What follows belongs to an exercise in optimizing a design on an open flow for small area; a production flow would make more cautious choices.
In this exercise RTL edits were held to simulation tests only and were not proved equivalent to the original.

==> 06-01 <==
// volume_meter
module volume_meter(
    input clk,
    input rst,
    input en_20k,
    input en_5hz,
    input sw4,
    input btnC,
    input [9:0] wave,
    output [15:0] led,
    output [9:0] threshold,
    output [9:0] interval
    );
==> module averaging, before the edit <==
module averaging(
    input clk,
    input rst,
    input en,
    input take_average,
    input [9:0] waveform,
    output [9:0] averaged_waveform
    );
    reg [11:0] cnt1;
    reg [21:0] sum;
    reg [9:0] avg_reg;
    reg [6:0] rem_hi;
    reg pending;
    wire done = &{cnt1[11:7], cnt1[5], cnt1[0]};
    wire acc = take_average & ~done;
    wire start = en & ~acc & ~pending;
    wire [16:0] num = pending ? {rem_hi, avg_reg[4:0], sum[4:0]} : sum[21:5];
    wire [4:0] q;
    wire [12:0] w5, w4, w3, w2, w1, w0;
    wire [12:0] dv = {1'b0, cnt1};
    wire [12:0] r4, r3, r2, r1, r0;
    vm_divstep #(13) s4(.t(num[16:4]), .d(dv), .q(q[4]), .r(r4));
    vm_divstep #(13) s3(.t({r4[11:0], num[3]}), .d(dv), .q(q[3]), .r(r3));
    vm_divstep #(13) s2(.t({r3[11:0], num[2]}), .d(dv), .q(q[2]), .r(r2));
    vm_divstep #(13) s1(.t({r2[11:0], num[1]}), .d(dv), .q(q[1]), .r(r1));
    vm_divstep #(13) s0(.t({r1[11:0], num[0]}), .d(dv), .q(q[0]), .r(r0));
    assign averaged_waveform = pending ? {avg_reg[9:5], q} : avg_reg;
    wire [21:0] sum_next;
    wire c10;
    vm_add #(10) add_lo(.a(sum[9:0]), .b(waveform), .ci(1'b0), .s(sum_next[9:0]), .co(c10));
    vm_inc #(12) add_hi(.a(sum[21:10]), .ci(c10), .s(sum_next[21:10]));
    wire [11:0] cnt1_next;
    vm_inc #(12) inc(.a(cnt1), .ci(1'b1), .s(cnt1_next));
    always @(posedge clk) begin
        rem_hi <= r0[11:5];
        if (rst) begin
            sum <= 22'd0;
            cnt1 <= 12'd1;
            avg_reg <= 10'd0;
            pending <= 1'b0;
        end else begin
            pending <= start;
            if (en & acc) begin
                sum <= sum_next;
                cnt1 <= cnt1_next;
            end
            if (start)
                avg_reg <= {q, r0[4:0]};
            else if (pending)
                avg_reg[4:0] <= q;
        end
    end
endmodule
make LEC_CHECK=0 ABC_AREA=1 CAP_MARGIN=20 CORE_MARGIN=2 CORE_UTILIZATION=40 CTS_BUF_LIST=sky130_fd_sc_hd__clkbuf_8 SLEW_MARGIN=20 finish   # period 150.0 ns
run.sh (not shown) runs the stock make flow with config.mk's settings and CLKGATE_MAP_FILE= SYNTH_SCRIPT=/design/flow/synth_recipe.tcl, a recipe that flattens the netlist after the stock synthesis.
==> 04-05: changes against 06-01 <==
--- a/flow/design.v
+++ b/flow/design.v
@@ -29,8 +29,9 @@
     wire [21:0] sum_next;
     wire c10;
-    vm_add #(10) add_lo(.a(sum[9:0]), .b(waveform), .ci(1'b0), .s(sum_next[9:0]), .co(c10));
+    wire take = en & acc;
+    vm_add #(10) add_lo(.a(sum[9:0]), .b(waveform & {10{take}}), .ci(1'b0), .s(sum_next[9:0]), .co(c10));
     vm_inc #(12) add_hi(.a(sum[21:10]), .ci(c10), .s(sum_next[21:10]));
     wire [11:0] cnt1_next;
-    vm_inc #(12) inc(.a(cnt1), .ci(1'b1), .s(cnt1_next));
+    vm_inc #(12) inc(.a(cnt1), .ci(take), .s(cnt1_next));
     always @(posedge clk) begin
         rem_hi <= r0[11:5];
@@ -42,8 +43,6 @@
         end else begin
             pending <= start;
-            if (en & acc) begin
-                sum <= sum_next;
-                cnt1 <= cnt1_next;
-            end
+            sum <= sum_next;
+            cnt1 <= cnt1_next;
             if (start)
                 avg_reg <= {q, r0[4:0]};
==> flow/flow/run.sh (new file) <==
#!/bin/bash
# Standard layout, except that the combinational logic of the standard
# synthesis netlist is re-mapped with an area-oriented ABC script before
# floorplanning (flow/remap.tcl, flow/remap.abc), and the make variables in
# flow/extra_args (one per line) are added to the layout steps.
# Flip-flops (instances, names, cell types) are kept as synthesis made them.
set -euo pipefail
W=$PWD
R=$W/orfs/results/$FLOW_PLATFORM/volume_meter/base
bash standard.sh synth > $W/synth.log 2>&1
cp $R/1_2_yosys.v $W/standard_1_2_yosys.v
REMAP_LIB=$FLOW_HOME/platforms/$FLOW_PLATFORM/lib/sky130_fd_sc_hd__tt_025C_1v80.lib \
REMAP_IN=$W/standard_1_2_yosys.v REMAP_OUT=$W/remap_1_2_yosys.v \
REMAP_SCRIPT=$W/flow/remap.abc REMAP_TOP=$FLOW_TOP \
  yosys -c $W/flow/remap.tcl > $W/remap.log 2>&1
cp $W/remap_1_2_yosys.v $R/1_2_yosys.v
rm -f $R/1_synth.odb $R/1_synth.sdc
extra=()
if [[ -f $W/flow/extra_args ]]; then
  while IFS= read -r line; do [[ -n $line ]] && extra+=("$line"); done < $W/flow/extra_args
fi
bash standard.sh "${extra[@]}" finish > $W/layout.log 2>&1
==> flow/flow/extra_args (new file) <==
BUFFER_PORTS_ARGS=-buffer_cell sky130_fd_sc_hd__buf_1
CTS_ARGS=-sink_clustering_enable -repair_clock_nets -buf_list sky130_fd_sc_hd__clkbuf_8 -dont_use_dummy_load
==> flow/flow/remap.abc (new file) <==
strash; ifraig; balance -l; resub -K 6 -l; rewrite -l; resub -K 6 -N 2 -l; refactor -l; resub -K 8 -l; balance -l; resub -K 8 -N 2 -l; rewrite -l; resub -K 10 -l; rewrite -z -l; resub -K 10 -N 2 -l; balance -l; resub -K 12 -l; refactor -z -l; resub -K 12 -N 2 -l; rewrite -z -l; balance -l; balance -l; resub -K 6 -l; rewrite -l; resub -K 6 -N 2 -l; refactor -l; resub -K 8 -l; balance -l; resub -K 8 -N 2 -l; rewrite -l; resub -K 10 -l; rewrite -z -l; resub -K 10 -N 2 -l; balance -l; resub -K 12 -l; refactor -z -l; resub -K 12 -N 2 -l; rewrite -z -l; balance -l; balance -l; resub -K 6 -l; rewrite -l; resub -K 6 -N 2 -l; refactor -l; resub -K 8 -l; balance -l; resub -K 8 -N 2 -l; rewrite -l; resub -K 10 -l; rewrite -z -l; resub -K 10 -N 2 -l; balance -l; resub -K 12 -l; refactor -z -l; resub -K 12 -N 2 -l; rewrite -z -l; balance -l; balance -l; resub -K 6 -l; rewrite -l; resub -K 6 -N 2 -l; refactor -l; resub -K 8 -l; balance -l; resub -K 8 -N 2 -l; rewrite -l; resub -K 10 -l; rewrite -z -l; resub -K 10 -N 2 -l; balance -l; resub -K 12 -l; refactor -z -l; resub -K 12 -N 2 -l; rewrite -z -l; balance -l; &get -n; &deepsyn -T 60; &put; balance -l; resub -K 6 -l; rewrite -l; resub -K 6 -N 2 -l; refactor -l; resub -K 8 -l; balance -l; resub -K 8 -N 2 -l; rewrite -l; resub -K 10 -l; rewrite -z -l; resub -K 10 -N 2 -l; balance -l; resub -K 12 -l; refactor -z -l; resub -K 12 -N 2 -l; rewrite -z -l; balance -l; &get -n; &deepsyn -T 60; &put; balance -l; resub -K 6 -l; rewrite -l; resub -K 6 -N 2 -l; refactor -l; resub -K 8 -l; balance -l; resub -K 8 -N 2 -l; rewrite -l; resub -K 10 -l; rewrite -z -l; resub -K 10 -N 2 -l; balance -l; resub -K 12 -l; refactor -z -l; resub -K 12 -N 2 -l; rewrite -z -l; balance -l; dch; amap -m -F 2 -A 4; topo
==> flow/flow/remap.tcl (new file) <==
# Re-map the combinational logic of the standard synthesis netlist with an
# area-oriented ABC script. Flip-flops stay as they are (same instances,
# names and cell types).
set lib $::env(REMAP_LIB)
set in $::env(REMAP_IN)
set out $::env(REMAP_OUT)
set script $::env(REMAP_SCRIPT)
yosys read_liberty -ignore_miss_func $lib
yosys read_verilog $in
yosys hierarchy -top $::env(REMAP_TOP)
# keep sequential and tie cells as black boxes
yosys blackbox sky130_fd_sc_hd__df* sky130_fd_sc_hd__edf* sky130_fd_sc_hd__sdf* sky130_fd_sc_hd__dl* sky130_fd_sc_hd__conb_1
yosys flatten
yosys rename -hide w:_*_.*
yosys opt_clean -purge
yosys abc -liberty $lib -script $script -dont_use *probe* -dont_use *lpflow* -dont_use *clkdly* -dont_use *dlygate* -dont_use *dlymetal* -dont_use *clkbuf* -dont_use *clkinv*
yosys opt_clean -purge
yosys hilomap -singleton -hicell sky130_fd_sc_hd__conb_1 HI -locell sky130_fd_sc_hd__conb_1 LO
yosys insbuf -buf sky130_fd_sc_hd__buf_1 A X
yosys splitnets
yosys opt_clean -purge
yosys tee -o $out.stat stat -liberty $lib
yosys write_verilog -noattr -nohex -nodec -noexpr $out
==> flow/standard.sh (new file) <==
#!/bin/bash
# synth_recipe.tcl (not shown) runs the flow's synth.tcl, then flattens the netlist and writes it again
# the make line also repeats each setting of config.mk as NAME=value (left out here)
make -C /OpenROAD-flow-scripts/flow DESIGN_CONFIG=/design/flow/config.mk WORK_HOME=/design/flow/orfs CLKGATE_MAP_FILE= SYNTH_SCRIPT=/design/flow/synth_recipe.tcl "${@:-finish}"
CAP_MARGIN = 0   (was 20)
GPL_TIMING_DRIVEN = 0   (was default)
SLEW_MARGIN = 0   (was 20)
removed: flow/run.sh
==> 09-11: changes against 06-01 <==
==> flow/flow/run.sh (new file) <==
#!/bin/bash
# Standard layout, except that the combinational logic of the standard
# synthesis netlist is re-mapped with an area-oriented ABC script before
# floorplanning (flow/remap.tcl, flow/remap.abc), and the make variables in
# flow/extra_args (one per line) are added to the layout steps.
# Flip-flops (instances, names, cell types) are kept as synthesis made them.
set -euo pipefail
W=$PWD
R=$W/orfs/results/$FLOW_PLATFORM/volume_meter/base
bash standard.sh synth > $W/synth.log 2>&1
cp $R/1_2_yosys.v $W/standard_1_2_yosys.v
REMAP_LIB=$FLOW_HOME/platforms/$FLOW_PLATFORM/lib/sky130_fd_sc_hd__tt_025C_1v80.lib \
REMAP_IN=$W/standard_1_2_yosys.v REMAP_OUT=$W/remap_1_2_yosys.v \
REMAP_SCRIPT=$W/flow/remap.abc REMAP_TOP=$FLOW_TOP \
  yosys -c $W/flow/remap.tcl > $W/remap.log 2>&1
cp $W/remap_1_2_yosys.v $R/1_2_yosys.v
rm -f $R/1_synth.odb $R/1_synth.sdc
extra=()
if [[ -f $W/flow/extra_args ]]; then
  while IFS= read -r line; do [[ -n $line ]] && extra+=("$line"); done < $W/flow/extra_args
fi
bash standard.sh "${extra[@]}" finish > $W/layout.log 2>&1
==> flow/flow/extra_args (new file) <==
BUFFER_PORTS_ARGS=-buffer_cell sky130_fd_sc_hd__buf_1
CTS_ARGS=-sink_clustering_enable -repair_clock_nets -buf_list sky130_fd_sc_hd__clkbuf_8 -dont_use_dummy_load -sink_clustering_size 34 -sink_clustering_max_diameter 300
==> flow/flow/remap.abc (new file) <==
strash; ifraig; dc2; dch -f; amap -m; topo
==> flow/flow/remap.tcl (new file) <==
# Re-map the combinational logic of the standard synthesis netlist with an
# area-oriented ABC script. Flip-flops stay as they are (same instances,
# names and cell types).
set lib $::env(REMAP_LIB)
set in $::env(REMAP_IN)
set out $::env(REMAP_OUT)
set script $::env(REMAP_SCRIPT)
yosys read_liberty -ignore_miss_func $lib
yosys read_verilog $in
yosys hierarchy -top $::env(REMAP_TOP)
# keep sequential and tie cells as black boxes
yosys blackbox sky130_fd_sc_hd__df* sky130_fd_sc_hd__edf* sky130_fd_sc_hd__sdf* sky130_fd_sc_hd__dl* sky130_fd_sc_hd__conb_1
yosys flatten
yosys rename -hide w:_*_.*
yosys opt_clean -purge
yosys abc -liberty $lib -script $script -dont_use *probe* -dont_use *lpflow* -dont_use *clkdly* -dont_use *dlygate* -dont_use *dlymetal* -dont_use *clkbuf* -dont_use *clkinv*
yosys opt_clean -purge
yosys hilomap -singleton -hicell sky130_fd_sc_hd__conb_1 HI -locell sky130_fd_sc_hd__conb_1 LO
yosys insbuf -buf sky130_fd_sc_hd__buf_1 A X
yosys splitnets
yosys opt_clean -purge
yosys tee -o $out.stat stat -liberty $lib
yosys write_verilog -noattr -nohex -nodec -noexpr $out
==> flow/standard.sh (new file) <==
#!/bin/bash
# synth_recipe.tcl (not shown) runs the flow's synth.tcl, then flattens the netlist and writes it again
# the make line also repeats each setting of config.mk as NAME=value (left out here)
make -C /OpenROAD-flow-scripts/flow DESIGN_CONFIG=/design/flow/config.mk WORK_HOME=/design/flow/orfs CLKGATE_MAP_FILE= SYNTH_SCRIPT=/design/flow/synth_recipe.tcl "${@:-finish}"
GPL_TIMING_DRIVEN = 0   (was default)
removed: flow/run.sh
==> 04-24: changes against 06-01 <==
CTS_BUF_LIST = default   (was sky130_fd_sc_hd__clkbuf_8)
==> summary of the runs <==
- 09-11 completed with no timing, DRC or antenna violations. 04-24 produced a clean layout. 04-05 finished with timing, DRC and antenna clean. 06-01 completed without violations.
- Critical path depth: 04-24 is lower than 09-11 (14).
- In 06-01 the first-iteration DRC count is higher than in 04-05, by about 10%.
- Via count is about the same in 04-24 and 06-01.
- Against 04-24, the hold slack of 06-01 is higher by 0.0059 ns.

[what the ideal ports hide]
In the flow no input, the clock included, has a driving cell. The finished layouts below were timed again as built, in two steps.
Step 1 sets driving cells, clkbuf_16 on the clock port and buf_2 on the other inputs (assumed; they add their load-dependent delay and slew).
Step 2 times the ports against the registers' clock, not the clock port: input delays grow and output delays shrink by t, the midpoint of the rising clock arrivals with the driver on.
a / b / c = no drivers / after step 1 / after step 2; a / b = the first two.
run	shift t [ns]	setup slack, ns	worst setup path at the end
06-01	0.426	105.966 / 105.976 / 105.550	input to register
04-05	0.415	108.007 / 108.027 / 107.612	input to register
09-11	0.436	109.203 / 109.206 / 108.770	input to register
04-24	0.400	105.933 / 105.948 / 105.548	input to register
After both steps every run listed still meets setup and hold. For 09-11, which loses most, drivers alone change the setup slack by +0.003 ns; drivers and shift together by -0.433 ns.
